This is an optimization exercise on Yosys and OpenROAD, whose aim is small area, not a production implementation. Only simulation tests tie the RTL to the original design; equivalence was not proved.

==> flow/design.v (excerpt) <==
module lab4_2(
			input[2:0] studentID,
			input[2:0] credit,
			input [1:0] mode,
			input  incTime,
			input CLK,
			input rst,
			output reg [4:0]  stime,
			output reg  [2:0] idOutput,
			output reg endOfListWar,
			output [3:0] studentCount,
			output reg  [6:0] totalCredits
	);
==> module lab4_2, before the edit <==
module lab4_2(
			input[2:0] studentID,
			input[2:0] credit,
			input [1:0] mode,
			input  incTime,
			input CLK,
			input rst,
			output reg [4:0]  stime,
			output reg  [2:0] idOutput,
			output reg endOfListWar,
			output [3:0] studentCount,
			output reg  [6:0] totalCredits
	);
	reg [7:1] rg, rp;
	reg [5:0] R [1:7];
	reg [4:0] S [1:7];
	function [7:0] radd;
		input [7:0] a, b;
		input ci;
		input integer n;
		integer i;
		reg c;
		begin
			radd = 8'd0;
			c = ci;
			for (i = 0; i < 8; i = i + 1)
				if (i < n) begin
					radd[i] = a[i] ^ b[i] ^ c;
					c = (a[i] & b[i]) | (c & (a[i] ^ b[i]));
				end else if (i == n)
					radd[i] = c;
		end
	endfunction
	function [2:0] pop7;
		input [6:0] x;
		reg s1, c1, s2, c2, c3;
		begin
			s1 = x[0] ^ x[1] ^ x[2]; c1 = (x[0] & x[1]) | (x[2] & (x[0] ^ x[1]));
			s2 = x[3] ^ x[4] ^ x[5]; c2 = (x[3] & x[4]) | (x[5] & (x[3] ^ x[4]));
			pop7[0] = s1 ^ s2 ^ x[6]; c3 = (s1 & s2) | (x[6] & (s1 ^ s2));
			pop7[1] = c1 ^ c2 ^ c3;
			pop7[2] = (c1 & c2) | (c3 & (c1 ^ c2));
		end
	endfunction
	wire live = ~rst & ~incTime;
	wire m0 = live & (mode == 2'd0);
	wire m1 = live & (mode == 2'd1);
	wire m2 = live & (mode == 2'd2);
	wire m3 = live & (mode == 2'd3);
	wire sub = mode[0];      
	wire [5:0] opnd = {{3{sub}}, credit ^ {3{sub}}};
	reg [7:1] sel, spend, elig, big, low, updR, holdR, updS, holdS;
	reg [5:0] sum [1:7];
	reg [7:0] t;
	integer k;
	always @* begin
		for (k = 1; k <= 7; k = k + 1) begin
			t = radd({2'b0, R[k]}, {2'b0, opnd}, sub, 6);
			sum[k]   = t[5:0];
			sel[k]   = (studentID == k);
			spend[k] = sel[k] & rg[k] & t[6] & (|sum[k]);
			big[k]   = (S[k] > 4);
			elig[k]  = rg[k] & ~big[k];
			low[k]   = rg[k] & ~rp[k] & ~t[6];
			updR[k]  = (m1 & spend[k]) | (m2 & elig[k]);
			holdR[k] = ~rst & ~updR[k];
			updS[k]  = m1 & spend[k];
			holdS[k] = live & ~updS[k] & ~(m2 & big[k]);
		end
	end
	reg [4:0] Ssel;
	always @* begin
		Ssel = 5'd0;
		for (k = 1; k <= 7; k = k + 1)
			Ssel = Ssel | (S[k] & {5{sel[k]}});
	end
	wire [7:0] Sn = radd({3'b0, Ssel}, {5'b0, credit}, 1'b0, 5);
	wire [4:0] Snew = Sn[4:0];
	reg [7:1] win;
	reg [2:0] wid;
	always @* begin
		win = 7'd0;
		wid = 3'd0;
		for (k = 7; k >= 1; k = k - 1)
			if (low[k]) begin
				win = 7'd0;
				win[k] = 1'b1;
				wid = k;
			end
	end
	wire [2:0] N = pop7(updR);
	wire [5:0] P = ({3'b0, credit & {3{N[0]}}}) + ({2'b0, credit & {3{N[1]}}, 1'b0}) + ({1'b0, credit & {3{N[2]}}, 2'b0});
	wire [7:0] tn = radd({1'b0, totalCredits}, {1'b0, sub, P ^ {6{sub}}}, sub, 7);
	assign studentCount = {1'b0, pop7(rg)};
	always @(posedge CLK) begin
		for (k = 1; k <= 7; k = k + 1) begin
			R[k] <= ({6{updR[k]}} & sum[k]) | ({6{holdR[k]}} & R[k]);
			S[k] <= ({5{updS[k]}} & Snew) | ({5{holdS[k]}} & S[k]);
		end
		totalCredits <= {7{~rst}} & tn[6:0];
		if (rst) begin
			stime <= 0;
			idOutput <= 0;
			endOfListWar <= 0;
			rg <= 0;
			rp <= 0;
		end else if (incTime) begin
			stime <= (stime == 5'd23) ? 5'd0 : stime + 5'd1;
		end else begin
			if (mode == 2'd3) begin
				idOutput <= wid;
				if (~|low) endOfListWar <= 1'b1;
				rp <= rp | win;
			end else begin
				idOutput <= 0;
				endOfListWar <= 0;
				rp <= 0;
			end
			if (mode == 2'd0)
				rg <= rg | sel;
		end
	end
endmodule
Settings: LEC_CHECK=0, ABC_AREA=1, CAP_MARGIN=0, CORE_MARGIN=2, CORE_UTILIZATION=50, SLEW_MARGIN=0; clock period 12.0 ns.
standard.sh (not shown) runs the stock make flow with config.mk's settings and CLKGATE_MAP_FILE= SYNTH_SCRIPT=/design/flow/synth_recipe.tcl, a recipe that flattens the netlist after the stock synthesis.
==> flow/flow/run.sh <==
#!/bin/bash
# Own layout flow:
#  1. the standard synthesis, unchanged;
#  2. the combinational logic re-mapped for area with a few ABC scripts (registers, full-adder
#     and tie cells kept as they are); the smallest result that yosys proves equivalent to the
#     standard netlist is kept, else the standard netlist;
#  3. the rest of the standard layout, with the ports buffered by the smallest buffer and a
#     clock tree without dummy loads.
# Each tool's output goes to a log file of its own in this folder.
set -uo pipefail
WORK=$(pwd)
RES=$WORK/orfs/results/$FLOW_PLATFORM/lab4_2/base
YOSYS=yosys
if [[ -x $FLOW_HOME/../tools/install/yosys/bin/yosys ]]; then
  YOSYS=$FLOW_HOME/../tools/install/yosys/bin/yosys
fi

bash standard.sh synth > $WORK/flow_1_synth.log 2>&1 || exit 1

cp $RES/1_2_yosys.v $WORK/std.v
LIB=$FLOW_HOME/platforms/$FLOW_PLATFORM/lib/sky130_fd_sc_hd__tt_025C_1v80.lib
DU=$(sed -n '/DONT_USE_CELLS +=/,/^$/p' $FLOW_HOME/platforms/$FLOW_PLATFORM/config.mk \
  | grep -o 'sky130_fd_sc_hd__[A-Za-z0-9_]*' | sed 's/^/-dont_use /' | tr '\n' ' ')
mkdir -p $WORK/remap
for s in flow/abc_*.abc; do
  n=$(basename $s .abc)
  sed -e "s#@LIB@#$LIB#g" -e "s#@IN@#$WORK/std.v#g" -e "s#@OUT@#$WORK/remap/$n.v#g" \
      -e "s#@ABC@#$WORK/$s#g" -e "s#@DU@#$DU#g" flow/remap.ys > $WORK/remap/$n.ys
  ( $YOSYS -s $WORK/remap/$n.ys > $WORK/remap/$n.log 2>&1 ) &
done
wait
# smallest first
ls $WORK/remap/*.log | while read l; do
  a=$(grep "Chip area for top module" $l | tail -1 | awk '{print $NF}')
  [[ -n "$a" && -s ${l%.log}.v ]] && echo "$a ${l%.log}"
done | sort -g > $WORK/remap/areas.txt
cat $WORK/remap/areas.txt
chosen=""
while read a base; do
  sed -e "s#@LIB@#$LIB#g" -e "s#@GOLD@#$WORK/std.v#g" -e "s#@GATE@#$base.v#g" flow/equiv.ys > $base.eq.ys
  if timeout 900 $YOSYS -s $base.eq.ys > $base.eq.log 2>&1; then chosen=$base; break; fi
done < $WORK/remap/areas.txt
if [[ -n "$chosen" ]]; then
  echo "remap: using $chosen"
  cp $chosen.v $RES/1_2_yosys.v
  rm -f $RES/1_synth.odb $RES/1_synth.sdc
else
  echo "remap: none proven, keeping the standard netlist"
fi

bash standard.sh \
  "BUFFER_PORTS_ARGS=-buffer_cell sky130_fd_sc_hd__buf_1" \
  "CTS_ARGS=-sink_clustering_enable -repair_clock_nets -dont_use_dummy_load -buf_list sky130_fd_sc_hd__clkbuf_8" \
  finish > $WORK/flow_3_layout.log 2>&1
Other scripts of this flow, unchanged in this note and not shown: flow/flow/abc_amap.abc, flow/flow/abc_ds3_nf.abc, flow/flow/abc_ds_amap.abc, flow/flow/abc_ds_nf.abc, flow/flow/abc_nf.abc, flow/flow/equiv.ys, flow/flow/remap.ys
Next try:
--- a/flow/design.v
+++ b/flow/design.v
@@ -58,9 +58,9 @@
 		for (k = 1; k <= 7; k = k + 1) begin
 			t = radd({2'b0, R[k]}, {2'b0, opnd}, sub, 6);
 			sum[k]   = t[5:0];
 			sel[k]   = (studentID == k);
-			spend[k] = sel[k] & rg[k] & t[6] & (|sum[k]);
+			spend[k] = sel[k] & t[6] & (|sum[k]);    
 			big[k]   = (S[k] > 4);
 			elig[k]  = rg[k] & ~big[k];
 			low[k]   = rg[k] & ~rp[k] & ~t[6];
 			updR[k]  = (m1 & spend[k]) | (m2 & elig[k]);
@@ -90,9 +90,9 @@
 			end
 	end
 	wire [2:0] N = pop7(updR);
 	wire [5:0] P = ({3'b0, credit & {3{N[0]}}}) + ({2'b0, credit & {3{N[1]}}, 1'b0}) + ({1'b0, credit & {3{N[2]}}, 2'b0});
-	wire [7:0] tn = radd({1'b0, totalCredits}, {1'b0, sub, P ^ {6{sub}}}, sub, 7);
+	wire [7:0] tn = radd({1'b0, totalCredits}, {1'b0, sub, P[5:3] | {3{sub}}, P[2:0] ^ {3{sub}}}, sub, 7);
 	assign studentCount = {1'b0, pop7(rg)};
 	always @(posedge CLK) begin
 		for (k = 1; k <= 7; k = k + 1) begin
 			R[k] <= ({6{updR[k]}} & sum[k]) | ({6{holdR[k]}} & R[k]);
Outcome:
- The changed run finished clean
- synthesized cell count falls by about 7.5%
- non-clock buffer count falls by 5
- worst setup slack degrades by 310 ps
- register-to-register slack improves by 120 ps
- clock skew rises by 13 ps
- worst hold slack degrades by 4.8 ps

[afterwards: timing with drivers on the ports]
The flow's constraints put no driver on any port. The routed layouts listed below were extracted and timed again, unchanged, in two steps.
Step 1, drivers: a clkbuf_16 drives CLK and a buf_2 each remaining input, both assumed.
Step 2 times the ports against the registers' clock, not the clock port: input delays grow and output delays shrink by t, the midpoint of the rising clock arrivals with the driver on.
Slacks: ideal / step 1 / step 2; pairs: ideal / step 1.
run | t (ns) | setup slack, ns | hold WS [ns] | worst setup path after step 2 | slew at the worst register clock pin (ns)
the first run | 0.412 | 1.011 / 1.015 / 0.603 | 0.469 / 0.469 / 0.469 | input to register | 0.10 / 0.10
the second run | 0.412 | 0.697 / 0.704 / 0.291 | 0.464 / 0.464 / 0.464 | input to register | 0.11 / 0.11
After both steps every run listed still meets setup and hold. For the first run, which loses most, drivers alone change the setup slack by +0.004 ns; drivers and shift together by -0.408 ns.
